From an optimization exercise on the open Yosys and OpenROAD flow, aimed at small area; shortcuts taken in it are not production practice. The RTL was checked by simulation tests, not by an equivalence proof against the original design. No activity file was given, so power comes from the tool's default toggle rates.

==> flow/design.v (outline; a module is shown in full before it is edited, if it fits) <==
// module vgagame: 366 lines
// module romE: 172 lines
// module romB: 65 lines
// module romC: 304 lines
// module romGO: 370 lines
// module glyph: 192 lines
module vgagame(clk, vga_h_sync, vga_v_sync, vga_R, vga_G, vga_B, up, down, left, right, shoot, test, reset);
  // ...
==> flow/run.sh <==
#!/bin/bash
# synth_recipe.tcl (not shown) runs the flow's synth.tcl, then flattens the netlist and writes it again
# the make line also repeats each setting of config.mk as NAME=value (left out here)
make -C /OpenROAD-flow-scripts/flow DESIGN_CONFIG=/design/flow/config.mk WORK_HOME=/design/flow/orfs CLKGATE_MAP_FILE= SYNTH_SCRIPT=/design/flow/synth_recipe.tcl finish
==> flow/config.mk <==
export PLATFORM = sky130hd
export DESIGN_NAME = vgagame
export DESIGN_NICKNAME = vgagame
export VERILOG_FILES = /design/flow/design.v
export SDC_FILE = /design/flow/constraint.sdc
export NUM_CORES = 4
export LEC_CHECK = 0
export ABC_AREA = 1
export CAP_MARGIN = 20
export CORE_MARGIN = 2
export CORE_UTILIZATION = 55
export CTS_BUF_LIST = sky130_fd_sc_hd__clkbuf_8 sky130_fd_sc_hd__clkbuf_16
export CTS_CLUSTER_DIAMETER = 100
export CTS_CLUSTER_SIZE = 14
export SLEW_MARGIN = 20
export SYNTH_MEMORY_MAX_BITS = 16384
==> flow/constraint.sdc <==
create_clock -name core_clock -period 10.0 [get_ports {clk}]
set_input_delay 2.0000 -clock core_clock [delete_from_list [all_inputs] [get_ports {clk}]]
set_output_delay 2.0000 -clock core_clock [all_outputs]
set_load 0.01 [all_outputs]
==> results.py, run 1 <==
metrics = {
    "status": {
        "status": "timing/DRC/antenna clean",
    },
    "cells_and_area": {
        "dominant_cells": "multi-input combinational cells",
        "buffers": 62,
        "post_route_cells_drive_above_1_share": 0.0409,
        "inverters_excl_clock": 1152,
        "num-multi-input-gates": 4422,
        "design.seq.count": 454,
        "buffer_area_frac": 0.0101,
        "seqCellArea_sq_um": 10300,
        "multi_input_area_sq_um": 30800,
    },
    "detailed_routing": {
        "top_layer": "met4",
        "vias": 43500,
        "wirelength_met1_um": 64500,
        "ant_nets": 0,
        "wl_met2_um": 66800,
        "drtIter0Drc": 4698,
    },
    "synthesis": {
        "netlist_area_sq_um": 46000,
        "syn_inst": 6148,
    },
    "setup_path": {
        "end_kind": "register",
        "critPathBufInv": 3,
        "path_class": "register to register",
        "cp_top_family": "adder cells",
        "crit_chain": "buf_4 > ha_1 > fa_1 > inv_1 > fa_1 > fa_1 > fa_1 > fa_1 > fa_1 > fa_1 > fa_1 > inv_1 > fa_1 > nor3_1 > nand3_1 > o32ai_1 > nand2_1 > nor2_1 > nor2_1 > nand4_1 > o21ai_0 > o21bai_1",
    },
    "clock_tree": {
        "cts_resized": 0,
        "cts_made_buffers": 41,
        "clk_path_buf_depth": 3,
    },
    "sta": {
        "tns_ns": 0,
        "rsz0062_at_grt": "false",
        "fin_crit_ns": 6.54,
        "hold_viol": 0,
        "slew_violations": 0,
    },
    "pwr": {
        "p_comb_frac": 0.220,
        "swShare": 0.349,
        "fin_total_pwr_mw": 4.55,
        "p_int_mw": 2.96,
        "top_power_group": "sequential cells",
    },
    "die": {
        "ios": 13,
    },
    "grt": {
        "track_usage": 0.357,
        "grt_use_met2": 0.546,
    },
    "place": {
        "place_hpwl_um": 117000,
    },
}
==> inputs of run 2 (changes only) <==
--- a/flow/config.mk
+++ b/flow/config.mk
@@ -10,6 +10,6 @@
 export CORE_MARGIN = 2
-export CORE_UTILIZATION = 55
+export CORE_UTILIZATION = 70
 export CTS_BUF_LIST = sky130_fd_sc_hd__clkbuf_8 sky130_fd_sc_hd__clkbuf_16
 export CTS_CLUSTER_DIAMETER = 100
-export CTS_CLUSTER_SIZE = 14
+export CTS_CLUSTER_SIZE = 18
 export SLEW_MARGIN = 20
==> run 2 against run 1 <==
  * Register-to-register slack worse by 0.06 ns
  * Clock skew is 0.013 ns lower
  * Hold slack worse by 0.013 ns
  * Total power is 6.8% lower
  * Via count is 4.9% higher
  * Wire length is 2.3% lower
  * Fmax is 0.84% lower
  * Non-clock buffer count is 2 lower
  * Area after synthesis stayed put
  * Worst setup slack worse by 0.055 ns
  * Largest power group unchanged
  * Highest routed layer unchanged
==> results.py, run 2 <==
metrics = {
    "grt": {
        "grt_pass1_vias": 43500,
        "grt_max_degree": 59,
        "overflow": 0,
        "track_usage": 0.440,
        "grt_pass1_wl_um": 234000,
        "antenna_found_initial": 7,
    },
    "clock_tree": {
        "clock-root-buffer": "clkbuf_16",
        "hold_buffers": 0,
        "clk_latency_ns": 0.65,
        "cts_resized": 0,
        "clock-sinks": 454,
        "cts_made_buffers": 30,
        "cts_tree": "done",
        "cts_setup_buffers": 0,
        "htreeDepth": 1,
        "path_clk_slew_ns": 0.09,
        "clk_path_buf_depth": 3,
    },
    "place": {
        "io_buffers": 12,
        "dp_cells": 6943,
        "gp_congestion": 1.04,
        "place_hpwl_um": 113000,
    },
    "sta": {
        "clock.fmax_mhz": 152,
        "slew_violations": 0,
        "tightest_slew_ns": 1.14,
        "rsz0062_at_grt": "false",
        "finalCritPeriodShare": 0.659,
        "relSlewSlack": 0.220,
        "tns_ns": 0,
        "finClkSkew_ns": 0.0269,
        "setup_viol": 0,
        "hold_viol": 0,
        "fin_crit_ns": 6.59,
    },
    "synthesis": {
        "synth_top_area_cell": "fa_1",
        "synth_ff_type": "dfxtp_1",
        "synth_fp_nets": 6853,
        "synth_top_area_share": 0.210,
        "async_reset_ff_frac": 0,
        "syn_inst": 6148,
        "synth.area.top_cells": "fa_1 (21%), dfxtp_1 (14%), inv_1 (9.3%)",
        "syn_area_per_cell_sq_um": 7.48,
        "synth.most_common_cell": "inv_1",
        "synth_edf_count": 123,
        "ys_ff_latch": 454,
        "synthMuxAreaShare": 0.00289,
        "ys_top_cells_by_count": "inv_1 (1,134), nand2_1 (969), nor2_1 (673)",
        "synth_compound_area_frac": 0.172,
        "synth_top_family_by_area": "adder cells",
        "yosysSeqAreaShare": 0.225,
        "synthXorXnorAreaFrac": 0.00800,
        "netlist_area_sq_um": 46000,
        "synth_simple_gate_area_frac": 0.219,
        "synthAdderAreaFrac": 0.269,
        "ys_types": 71,
        "yosysWarningCount": 8,
    },
    "detailed_routing": {
        "viasPerCell": 6.52,
        "route.detailed.drc": 0,
        "vias": 45700,
        "ant_nets": 0,
        "wl_um": 151000,
        "wl_per_cell_um": 21.5,
        "firstDrtPassIters": 10,
        "drtIter0Drc": 6975,
    },
    "pwr": {
        "power_frac_seq": 0.460,
        "power.share.clock": 0.312,
        "p_per_area_nw_per_um2": 88.3,
        "switchingPower_mw": 1.47,
        "swShare": 0.347,
        "p_int_mw": 2.77,
        "p_comb_frac": 0.229,
        "peakVddDrop_v": 0.000254,
        "leakage_nw": 21.7,
    },
    "cells_and_area": {
        "post_route_cells_drive_above_1_share": 0.0379,
        "nets": 6825,
        "top_regs": "EX: 100 flops, EY: 90 flops, BX: 50 flops",
        "instances_no_fill": 7008,
        "largest_reg_flops": 100,
        "largest-register": "EX",
        "final_cell_mix": "inv_1 (1,139), nand2_1 (969), nor2_1 (673)",
        "final_common_cell": "inv_1",
        "synthToLayoutAreaGrowth_pct": 4.38,
        "final_util": 0.742,
    },
    "setup_path": {
        "crit_path_start_kind": "register",
        "critPathMaxFanout": 13,
        "crit_top_cell": "fa_1",
        "rrSetupSlack_ns": 3.41,
        "path_class": "register to register",
        "cp_top_family": "adder cells",
        "worst_path_max_delay_cell": "fa_1",
        "crit_required_ns": 10.57,
        "end_kind": "register",
        "arrival_ns": 7.16,
        "crit_chain": "buf_4 > inv_1 > fa_1 > fa_1 > fa_1 > fa_1 > inv_1 > fa_1 > inv_1 > fa_1 > fa_1 > inv_1 > fa_1 > fa_1 > and3_1 > nand4_1 > a21oi_1 > o2111ai_1 > nand2_1 > nor2_1 > o21ai_0 > nand2_1",
        "critPathBufInv": 5,
        "critPathMaxStageDelay_ns": 0.58,
    },
    "die": {
        "die_h_um": 260,
        "fp.dieW_um": 260,
        "core-area_sq_um": 64700,
        "ios": 13,
        "initial_utilization": 0.710,
        "dieArea_sq_um": 67700,
        "std_cell_rows": 93,
    },
    "status": {
        "status": "timing/DRC/antenna clean",
    },
    "run": {
        "cap_violations": 0,
    },
    "min_path": {
        "hold_path.class": "register to register",
    },
}
==> run 2: cell counts after synthesis <==
No cell type changed its count.
==> run 2: power groups by stage <==
stage | combinational, mW | sequential, mW | clock, mW
finish | 0.969 | 1.95 | 1.32
global placement | 0.890 | 1.99 | 0
global route | 1.05 | 1.95 | 1.36
detailed placement | 0.913 | 1.99 | 0
CTS | 0.924 | 1.94 | 1.30
floorplan | 0.633 | 1.96 | 0
==> run 2: worst paths after layout <==
check             startpoint  endpoint  cells after the start
setup / recovery       NX[1]    act[3]                     22
hold / removal            G1        G2                      0
setup reg to reg       NX[1]    act[3]                     22
hold reg to reg           G1        G2                      0
==> run 2: per-stage QoR <==
step	power (mW)	setup WS [ns]	area [sq um]	hold WS (ns)
final	4.24	3.41	48000	0.331
after global routing	4.35	3.11	48000	0.337
after CTS	4.17	3.61	48000	0.334
after detailed placement	2.90	3.66	47000	0.316
after global placement	2.87	3.79	47000	0.315
after floorplan	2.59	3.96	46000	0.310
==> run 2: layout make-up <==
cell class | count | area, sq um
repair buffers | 60 | 475
clock buffers | 34 | 828
diodes | 10 | 25.0
inverters | 1152 | 4330
fillers | 4987 | 16700
clock inverters | 21 | 96.3
flip-flops and latches | 454 | 10300
multi-input cells | 4422 | 30800
well taps | 855 | 1070
==> run 2: kinds of logic after synthesis <==
logic type / Yosys count
fa+ha+maj: 698
buf+inv: 1272
xor+xnor: 42
compound gates: 1337
mux: 13
flops: 454
simple gates: 2332
==> run 2: routing by layer <==
layer  vias up  global-route usage  part of all wire  wire, um
met1     21100               0.568              0.36     53700
met4         0               0.241             0.069     10300
li1      20200                   -                 -         -
met3       765               0.122              0.14     21600
met5         -                   0                 0         0
met2      3538               0.674              0.43     64800
==> inputs of run 3 (changes only) <==
--- a/flow/config.mk
+++ b/flow/config.mk
@@ -10,6 +10,3 @@
 export CORE_MARGIN = 2
-export CORE_UTILIZATION = 70
-export CTS_BUF_LIST = sky130_fd_sc_hd__clkbuf_8 sky130_fd_sc_hd__clkbuf_16
-export CTS_CLUSTER_DIAMETER = 100
-export CTS_CLUSTER_SIZE = 18
+export CORE_UTILIZATION = 55
 export SLEW_MARGIN = 20
==> run 3 against run 2 <==
  * Largest cell class unchanged
  * Clock skew rose by 0.030 ns
  * Critical endpoint is now D1
  * Global-route usage is 8.3 points lower
  * Sequential share of layout area decreased by 0.57 points
  * Sequential power is essentially flat
  * Critical path depth stayed put
  * Hold slack better by 0.031 ns
==> results.py, run 3 <==
metrics = {
    "status": {
        "status": "timing/DRC/antenna clean",
    },
    "clock_tree": {
        "cts_setup_buffers": 0,
        "cts_made_buffers": 56,
        "path_clk_slew_ns": 0.07,
        "clock-sinks": 454,
        "clk_path_buf_depth": 3,
        "cts_tree": "done",
        "htreeDepth": 2,
        "cts_resized": 0,
        "clock-root-buffer": "clkbuf_16",
        "clk_latency_ns": 0.69,
        "hold_buffers": 0,
    },
    "detailed_routing": {
        "wl_per_cell_um": 21.1,
        "wl_um": 154000,
        "route.detailed.drc": 0,
        "viasPerCell": 5.99,
        "drtIter0Drc": 4820,
        "firstDrtPassIters": 6,
        "ant_nets": 0,
        "vias": 43600,
    },
    "place": {
        "dp_cells": 7170,
        "preCtsSetupSlack_ns": 3.56,
        "io_buffers": 12,
        "gp_congestion": 1.02,
        "place_hpwl_um": 117000,
    },
    "synthesis": {
        "async_reset_ff_frac": 0,
        "yosysWarningCount": 8,
        "ys_top_cells_by_count": "inv_1 (1,134), nand2_1 (969), nor2_1 (673)",
        "syn_area_per_cell_sq_um": 7.48,
        "yosysSeqAreaShare": 0.225,
        "synth.most_common_cell": "inv_1",
        "netlist_area_sq_um": 46000,
        "synth_fp_nets": 6853,
        "synth_ff_type": "dfxtp_1",
        "syn_inst": 6148,
        "ys_types": 71,
        "ys_ff_latch": 454,
        "synth.area.top_cells": "fa_1 (21%), dfxtp_1 (14%), inv_1 (9.3%)",
        "synth_top_area_share": 0.210,
        "synth_edf_count": 123,
        "synth_top_area_cell": "fa_1",
    },
    "grt": {
        "track_usage": 0.357,
        "grt_pass1_wl_um": 239000,
        "grt_max_degree": 48,
        "antenna_found_initial": 3,
        "overflow": 0,
        "grt_pass1_vias": 41500,
    },
    "run": {
        "cap_violations": 0,
    },
    "die": {
        "ios": 13,
        "std_cell_rows": 106,
        "die_h_um": 293,
        "initial_utilization": 0.553,
        "dieArea_sq_um": 85900,
        "fp.dieW_um": 293,
        "core-area_sq_um": 83200,
    },
    "setup_path": {
        "rr_worst_depth": 22,
        "crit_path_start_kind": "register",
        "arrival_ns": 7.15,
        "end_kind": "register",
        "rrSetupSlack_ns": 3.48,
        "r2r-end": "D1",
        "crit_required_ns": 10.63,
        "path_class": "register to register",
        "critPathMaxFanout": 22,
        "reg2reg_from": "NX[0]",
    },
    "sta": {
        "relSlewSlack": 0.181,
        "setup_viol": 0,
        "finClkSkew_ns": 0.0568,
        "fin_crit_ns": 6.52,
        "rsz0062_at_grt": "false",
        "tns_ns": 0,
        "clock.fmax_mhz": 153,
        "finalCritPeriodShare": 0.652,
        "hold_viol": 0,
        "tightest_slew_ns": 1.22,
        "setup_ws_ns": 3.48,
        "slew_violations": 0,
    },
    "min_path": {
        "hp-start": "G1",
        "min_to": "G2",
        "hold_path.class": "register to register",
        "hold-path-cell-count": 0,
    },
    "cells_and_area": {
        "synthToLayoutAreaGrowth_pct": 7.20,
        "largest_reg_flops": 100,
        "post_route_cells_drive_above_1_share": 0.0470,
        "final_util": 0.593,
        "nets": 6853,
        "top_regs": "EX: 100 flops, EY: 90 flops, BX: 50 flops",
        "final_common_cell": "inv_1",
        "final_cell_mix": "inv_1 (1,122), nand2_1 (969), nor2_1 (673)",
        "instances_no_fill": 7279,
        "largest-register": "EX",
    },
    "pwr": {
        "p_per_area_nw_per_um2": 104,
        "leakage_nw": 22.2,
        "peakVddDrop_v": 0.000192,
    },
}
==> run 3: worst max-delay path, cell delays in order (launching register included) <==
cell      delay, ns
dfxtp_2        0.44
buf_4          0.55
ha_1           0.27
fa_1           0.16
inv_1          0.05
fa_1           0.38
fa_1           0.39
fa_1           0.39
fa_1           0.39
fa_1           0.40
fa_1           0.39
fa_1           0.37
inv_1          0.07
fa_1           0.42
nor3_1         0.20
nand3_1        0.12
o32ai_1        0.12
nand2_1        0.08
nor2_1         0.55
nor2_1         0.08
nand4_1        0.32
o21ai_0        0.17
o21bai_1       0.15
==> run 3: how the worst max path moves through the flow <==
| stage | start | endpoint |
|---|---|---|
| 5_1_grt | NX[0] | D1 |
| 3_5_place_dp | NX[0] | D1 |
| 4_1_cts | NX[0] | D1 |
| 3_3_place_gp | NX[0] | D1 |
| 2_1_floorplan | NY[1] | P1[0] |
| 6_report | NX[0] | D1 |
==> run 3: metrics by stage <==
stage / hold WS [ns] / instance area, sq um / power [mW]
floorplan: 0.310 / 46000 / 2.59
detailed placement: 0.324 / 47300 / 2.96
CTS: 0.355 / 49300 / 5.10
global placement: 0.311 / 47300 / 2.95
global route: 0.372 / 49300 / 5.31
finish: 0.363 / 49300 / 5.10
==> run 3: where the power goes <==
group	switching (mW)	internal, mW
clock network	0.931	1.23
registers	0.0453	1.90
logic	0.717	0.284
==> run 3: per-layer routing <==
metal	GRT usage	wire [um]	vias up
li1	-	-	20300
met1	0.493	64300	20600
met2	0.543	66200	2257
met3	0.0700	15300	428
met4	0.165	8130	2
met5	0	13	-
==> run 3: final cells by class <==
class / instances / area, sq um
Clock inverter: 31 / 370
Clock buffer: 74 / 1550
Antenna cell: 4 / 10.0
Sequential cell: 454 / 10300
Multi-Input combinational cell: 4422 / 30800
Timing Repair Buffer: 62 / 490
Tap cell: 1080 / 1350
Fill cell: 7744 / 33900
Inverter: 1152 / 4330
==> run 3: cells by family after synthesis <==
family,Yosys count,share of synthesized area
AOI/OAI and AO/OA,1337,0.172
xor gates and xnor gates,42,0.00800
adders and majority gates,698,0.269
buffers and inverters,1272,0.105
DFF,454,0.225
muxes,13,0.00289
and+or+nand+nor,2332,0.219

## what the ideal ports hide
The results above use ideal ports. As a check the final layouts listed here were re-extracted and re-timed, cells and wires unchanged. Step 1 sets driving cells, clkbuf_16 on the clock port and buf_2 on the other inputs (assumed; they add their load-dependent delay and slew). Step 2 also shifts input and output timing later by t, the mid clock arrival at the registers, as if the neighbouring blocks saw the same clock. Slacks: ideal / step 1 / step 2; pairs: ideal / step 1.
| run | t (ns) | setup WS [ns] | cell pins on the clock port's net |
|---|---|---|---|
| run 1 | 0.691 | 3.463 / 3.463 / 3.463 | 1 |
| run 2 | 0.703 | 3.408 / 3.408 / 3.408 | 1 |
| run 3 | 0.734 | 3.482 / 3.482 / 3.482 | 1 |
After both steps setup and hold are still met in every run listed.
